This design comes from an exercise in tuning for small area and a short achievable clock period on the open sky130 flow, not from production work.
In this exercise RTL edits were held to simulation tests only and were not proved equivalent to the original.
Power is estimated from default activity; no workload was simulated.

// Main
module Main(
	input clk,
	input reset,
	input start_button,
	input axis_valid,
	input [15:0]axis_value,
	input [15:0]mem_rdata,
	output mem_en,
	output mem_we,
	output [14:0]mem_addr,
	output [15:0]mem_wdata,
	output [15:0]led_value
	);
	reg [1:0] st;
	reg [15:0] ir;
	reg [15:0] opA, opB;
	reg [14:0] ad;
	reg [14:0] pc;
	reg fc, fg, fe;             
	reg [255:0] rf;             
	reg [15:0] led;
	wire s01 = (st == 2'b01);
	wire s10 = (st == 2'b10);
	wire s11 = (st == 2'b11);
	always @(posedge clk) begin
		if (reset) st <= 2'b00;
		else st <= st + 2'b01;
	end
	always @(posedge clk) begin
		if (reset) ir <= 16'h0000;
		else if (s01) ir <= mem_rdata;
	end
	function f_is_i(input [3:0] o);
		f_is_i = (o == 4'b0101) | (o == 4'b0110) | (o == 4'b1001) | (o == 4'b1011) |
		         (o == 4'b0001) | (o == 4'b0010) | (o == 4'b0011) | (o == 4'b1110);
	endfunction
	wire [3:0] opc = ir[15:12];
	wire [3:0] fn  = ir[7:4];
	wire [3:0] rd  = ir[11:8];
	wire [3:0] rs  = ir[3:0];
	wire is_r   = (opc == 4'b0000);
	wire is_i   = f_is_i(opc);
	wire is_ls  = (opc == 4'b0100);
	wire is_st  = is_ls & (fn == 4'b0100);
	wire is_jmp = is_ls & (fn == 4'b1100);
	wire is_ld  = is_ls & ~is_st & ~is_jmp;
	wire is_br  = (opc == 4'b1100);
	wire [3:0] op = is_r ? fn : (is_i ? opc : 4'b0000);
	wire op_add  = (op == 4'b0101) | (op == 4'b0110);
	wire op_addc = (op == 4'b0111) | (op == 4'b0001);
	wire op_sub  = (op == 4'b1001);
	wire op_cmp  = (op == 4'b1011);
	wire op_cmpu = (op == 4'b1000);
	wire op_and  = (op == 4'b1111);
	wire op_or   = (op == 4'b0010);
	wire op_xor  = (op == 4'b0011);
	wire op_not  = (op == 4'b1010);
	wire op_lsh  = (op == 4'b0100);
	wire op_mul  = (op == 4'b1110);
	wire op_zero = (op == 4'b1101);
	wire op_wr = op_add | op_addc | op_sub | op_and | op_or | op_xor | op_not | op_lsh | op_mul | op_zero;
	function [15:0] f_imm(input [15:0] w);
		f_imm = {(w[15:12] == 4'b0110) ? 8'h00 : {8{w[7]}}, w[7:0]};
	endfunction
	wire [15:0] A = opA;
	wire [15:0] B = opB;
	wire inv = op_sub | op_cmp | op_cmpu | op_not;
	wire cin = (op_sub | op_cmp | op_cmpu) | (op_addc & fc);
	wire [15:0] Bx = (op_not ? 16'h0000 : B) ^ {16{inv}};
  ...
==> flow/config.mk <==
export PLATFORM = sky130hd
export DESIGN_NAME = Main
export DESIGN_NICKNAME = Main
export VERILOG_FILES = /design/flow/design.v
export SDC_FILE = /design/flow/constraint.sdc
export NUM_CORES = 4
export LEC_CHECK = 0
export CAP_MARGIN = 20
export CORE_MARGIN = 2
export CORE_UTILIZATION = 60
export CTS_BUF_LIST = sky130_fd_sc_hd__clkbuf_4 sky130_fd_sc_hd__clkbuf_8
export CTS_CLUSTER_DIAMETER = 60
export CTS_CLUSTER_SIZE = 16
export SLEW_MARGIN = 20
==> flow/constraint.sdc <==
create_clock -name core_clock -period 11.0 [get_ports {clk}]
set_input_delay 2.2000 -clock core_clock [delete_from_list [all_inputs] [get_ports {clk}]]
set_output_delay 2.2000 -clock core_clock [all_outputs]
set_load 0.01 [all_outputs]
standard.sh (not shown) runs the stock make flow with config.mk's settings and CLKGATE_MAP_FILE= SYNTH_SCRIPT=/design/flow/synth_recipe.tcl, a recipe that flattens the netlist after the stock synthesis.
==> flow/flow/run.sh <==
#!/bin/bash
# The standard layout (standard.sh), with plain buf_2 cells instead of
# delay buffers as the port buffers, and timing repair aimed at 6 ns of
# setup slack. Full tool output goes to standard.log.
export BUFFER_PORTS_ARGS="-buffer_cell sky130_fd_sc_hd__buf_2"
export SETUP_SLACK_MARGIN=6
bash standard.sh finish > standard.log 2>&1
status=$?
tail -n 5 standard.log
exit $status
Next try:
--- a/flow/flow/run.sh
+++ b/flow/flow/run.sh
@@ -3 +3 @@
-# delay buffers as the port buffers, and timing repair aimed at 6 ns of
+# delay buffers as the port buffers, and timing repair aimed at 6.5 ns of
@@ -6 +6 @@
-export SETUP_SLACK_MARGIN=6
+export SETUP_SLACK_MARGIN=6.5
What happened: The changed run ran to the end with no violations. Final cell count rose by 1.4%. Power fell by 1.6%. Combinational power drops by about 2%. Wire length went up by 6.1%. Setup slack improves by 100 ps. Clock power drops by about 1%. Clock-buffer cell count goes up by 2. Via count climbs by 2.5%. Sequential power is about the same.
Next try:
--- a/flow/flow/run.sh
+++ b/flow/flow/run.sh
@@ -3 +3 @@
-# delay buffers as the port buffers, and timing repair aimed at 6.5 ns of
+# delay buffers as the port buffers, and timing repair aimed at 5.5 ns of
@@ -6 +6 @@
-export SETUP_SLACK_MARGIN=6.5
+export SETUP_SLACK_MARGIN=5.5
Final cell count drops by 2.8%.
Total power drops by 13%.
Non-clock buffer count drops by 78.
Next try:
--- a/flow/flow/run.sh
+++ b/flow/flow/run.sh
@@ -3 +3 @@
-# delay buffers as the port buffers, and timing repair aimed at 5.5 ns of
+# delay buffers as the port buffers, and timing repair aimed at 6 ns of
@@ -6 +6 @@
-export SETUP_SLACK_MARGIN=5.5
+export SETUP_SLACK_MARGIN=6
- CORE_UTILIZATION: 60 -> 50
What happened: The changed run finished clean; global-route usage is lower by 3.6 points; synthesized cell count does not change; core utilization is lower by 8.6 points; die area goes up by 20%; routed wire length is higher by 8.6%; synthesized area stays the same; worst hold slack degrades by 21 ps; combinational power is higher by 23%.

* * *

## indigo
Main, a different RTL version from the one above (not shown whole).
For scale: ~2,000 cells after synthesis, roughly 360 flip-flops, roughly 85 I/O pins, about 23,000 um^2 of cells after synthesis.
Design Main, start of the top module:
module Main(
	input clk,
	input reset,
	input start_button,
	input axis_valid,
	input [15:0]axis_value,
	input [15:0]mem_rdata,
	output mem_en,
	output mem_we,
	output [14:0]mem_addr,
	output [15:0]mem_wdata,
	output [15:0]led_value
	);
clock: 11.0 ns
lec_check: 0
cap_margin: 20
core_margin: 2
core_utilization: 60
cts_buf_list: sky130_fd_sc_hd__clkbuf_4 sky130_fd_sc_hd__clkbuf_8
cts_cluster_diameter: 60
cts_cluster_size: 16
slew_margin: 20
==> flow/flow/run.sh <==
#!/bin/bash
# The standard layout (standard.sh), with plain buf_2 cells instead of
# delay buffers as the port buffers, and timing repair aimed at 5.5 ns of
# setup slack. Full tool output goes to standard.log.
export BUFFER_PORTS_ARGS="-buffer_cell sky130_fd_sc_hd__buf_2"
export SETUP_SLACK_MARGIN=5.5
bash standard.sh finish > standard.log 2>&1
status=$?
tail -n 5 standard.log
exit $status
In summary, indigo completed successfully, with a layout that passed the timing, design-rule and antenna checks.
What quartz does differently from indigo at the input level:
- an added SETUP_SLACK_MARGIN of 5
==> flow/flow/run.sh <==
#!/bin/bash
# The standard layout (standard.sh), with plain buf_2 cells instead of
# delay buffers as the port buffers. Full tool output goes to standard.log.
export BUFFER_PORTS_ARGS="-buffer_cell sky130_fd_sc_hd__buf_2"
bash standard.sh finish > standard.log 2>&1
status=$?
tail -n 5 standard.log
exit $status
==> run notes <==
Compared with indigo, quartz shows routed wire length per instance that has gone up slightly. quartz: area of all placed cells without fillers is about 3% lower than what indigo reported. Compared with indigo, in quartz storage element area saw little to no change; maximum number of pins on one net before global-route repair saw a decrease. Minimum clock period after layout deteriorates in quartz relative to indigo.
--- input diff quartz..pepper ---
- swapping 60 for 70 in CORE_UTILIZATION
- clearing SETUP_SLACK_MARGIN, which used to be 5
==> flow/flow/run.sh <==
#!/bin/bash
# The standard layout (standard.sh), with plain buf_2 cells instead of
# delay buffers as the port buffers, timing repair aimed at 6 ns of setup
# slack, and clock tree synthesis without dummy loads. Full tool output goes
# to standard.log.
export BUFFER_PORTS_ARGS="-buffer_cell sky130_fd_sc_hd__buf_2"
export SETUP_SLACK_MARGIN=6
export CTS_ARGS="-sink_clustering_enable -repair_clock_nets -sink_clustering_size 16 -sink_clustering_max_diameter 60 -buf_list {sky130_fd_sc_hd__clkbuf_4 sky130_fd_sc_hd__clkbuf_8} -dont_use_dummy_load"
bash standard.sh finish > standard.log 2>&1
status=$?
tail -n 5 standard.log
exit $status
--- outcome ---
Post-route clock skew: pepper vs quartz up 0.094 ns. Final critical delay including setup and external delays: pepper and quartz compared, higher one is quartz. Looking at clock network fraction of total power, pepper sits below quartz. pepper vs quartz, instance count: pepper lower. pepper vs quartz, number of antenna diodes went down by 2. Per the comparison of pepper with quartz, combinational share of power increased 12 points; post-route total power rose by 1.7 mW; highest achievable clock rate went up; global-route usage climbed 7.2 points.
Modified inputs, willow compared to pepper
- CORE_UTILIZATION: 70 -> 60
==> flow/flow/run.sh <==
#!/bin/bash
# The standard layout (standard.sh), with plain buf_2 cells instead of
# delay buffers as the port buffers, and timing repair aimed at 7 ns of
# setup slack. Full tool output goes to standard.log.
export BUFFER_PORTS_ARGS="-buffer_cell sky130_fd_sc_hd__buf_2"
export SETUP_SLACK_MARGIN=7
bash standard.sh finish > standard.log 2>&1
status=$?
tail -n 5 standard.log
exit $status
### Flow results
Going from pepper to willow, number of buffers outside the clock class in the layout grows by 51%. ad[13]$_DFFE_PP_ as the end of the critical path was reported by pepper, and rf[95]$_DFFE_PP_ by willow. | clock-pin slew reported for the worst setup and hold paths after clock tree synthesis | willow vs pepper | ≈ equal |. willow: full flow OK, the timing, design-rule and antenna checks passed. Compared with pepper, average detailed-routed wire length per instance in willow decreased by a few percent. Going from pepper to willow, floorplan die area moved up; fraction of area in registers saw a decrease; final worst setup slack higher; clock-buffer cell count up 57%; synthesized area held steady. Where global-route wire length before repair is concerned, pepper is better than willow. Comparing willow and pepper, the higher global-route usage is on pepper. willow -> pepper: number of gates on the worst path with buffers counted delta 0, exact match.
The following lists how harbor was set up differently from willow:
==> flow/flow/run.sh <==
#!/bin/bash
# The standard layout (standard.sh), with plain buf_2 cells instead of
# delay buffers as the port buffers, timing repair aimed at 5.5 ns of setup
# slack, and clock tree synthesis without dummy loads. Full tool output goes
# to standard.log.
export BUFFER_PORTS_ARGS="-buffer_cell sky130_fd_sc_hd__buf_2"
export SETUP_SLACK_MARGIN=5.5
export CTS_ARGS="-sink_clustering_enable -repair_clock_nets -sink_clustering_size 16 -sink_clustering_max_diameter 60 -buf_list {sky130_fd_sc_hd__clkbuf_4 sky130_fd_sc_hd__clkbuf_8} -dont_use_dummy_load"
bash standard.sh finish > standard.log 2>&1
status=$?
tail -n 5 standard.log
exit $status
==> comparison <==
In the flow results for willow and harbor, the total track usage is smaller on harbor. In harbor, the clock period minus final worst setup slack came out 0.077 ns above the value in willow. In the reports for willow and harbor, the larger clock group share of total power belongs to willow.
## Diff of input files: onyx against harbor
- SETUP_SLACK_MARGIN: unset -> 5
- CTS_CLUSTER_SIZE: 16 -> unset
- CTS_CLUSTER_DIAMETER: 60 -> unset
==> flow/flow/run.sh <==
#!/bin/bash
# The standard layout (standard.sh), with plain buf_2 cells instead of
# delay buffers as the port buffers. Full tool output goes to standard.log.
export BUFFER_PORTS_ARGS="-buffer_cell sky130_fd_sc_hd__buf_2"
bash standard.sh finish > standard.log 2>&1
status=$?
tail -n 5 standard.log
exit $status
==> comparison <==
The via count in onyx sits 0.39% below the value recorded for harbor. onyx vs harbor: cell area down slightly. Clock buffer instance count of the final layout in onyx vs harbor: up about 110%. Taking harbor as the reference, in onyx delay of the slowest cell on the worst path fell by 0.32 ns; share of total power in the clock network rose by 8.2 points. Summary of onyx over harbor: part of the cycle the worst path needs rose 2.8 points, setup slack fell by 0.31 ns. Of onyx and harbor, harbor shows the lower sequential power, with onyx above it.

[separate check: timing with driven ports]
The results above use ideal ports. As a check the final layouts listed here were re-extracted and re-timed, cells and wires unchanged. Step 1: set_driving_cell puts a clkbuf_16 on clk and a buf_2 on each other input, an assumption about the parent block. Step 2 also shifts input and output timing later by t, the mid clock arrival at the registers, as if the neighbouring blocks saw the same clock. Slacks: no drivers / after step 1 / after step 2; pairs: no drivers / after step 1.
| run | shift t [ns] | setup slack, ns | worst register clock-pin slew, ns |
|---|---|---|---|
| the first run of note 1 | 0.711 | 5.857 / 5.857 / 5.482 | 0.11 / 0.11 |
| the second run of note 1 | 0.720 | 5.958 / 5.958 / 5.815 | 0.11 / 0.11 |
| the third run of note 1 | 0.722 | 5.651 / 5.651 / 5.224 | 0.11 / 0.11 |
| the fourth run of note 1 | 0.667 | 5.919 / 5.919 / 5.499 | 0.11 / 0.11 |
| indigo | 0.671 | 5.552 / 5.552 / 4.988 | 0.11 / 0.11 |
| quartz | 0.669 | 5.171 / 5.171 / 4.592 | 0.11 / 0.11 |
| pepper | 0.674 | 5.467 / 5.467 / 5.014 | 0.11 / 0.11 |
| willow | 0.681 | 5.618 / 5.618 / 5.618 | 0.11 / 0.11 |
| harbor | 0.649 | 5.540 / 5.560 / 4.934 | 0.10 / 0.10 |
| onyx | 0.710 | 5.228 / 5.228 / 4.662 | 0.07 / 0.07 |
After both steps setup and hold are still met in every run listed. For harbor, which loses most, drivers alone change the setup slack by +0.020 ns; drivers and shift together by -0.606 ns.
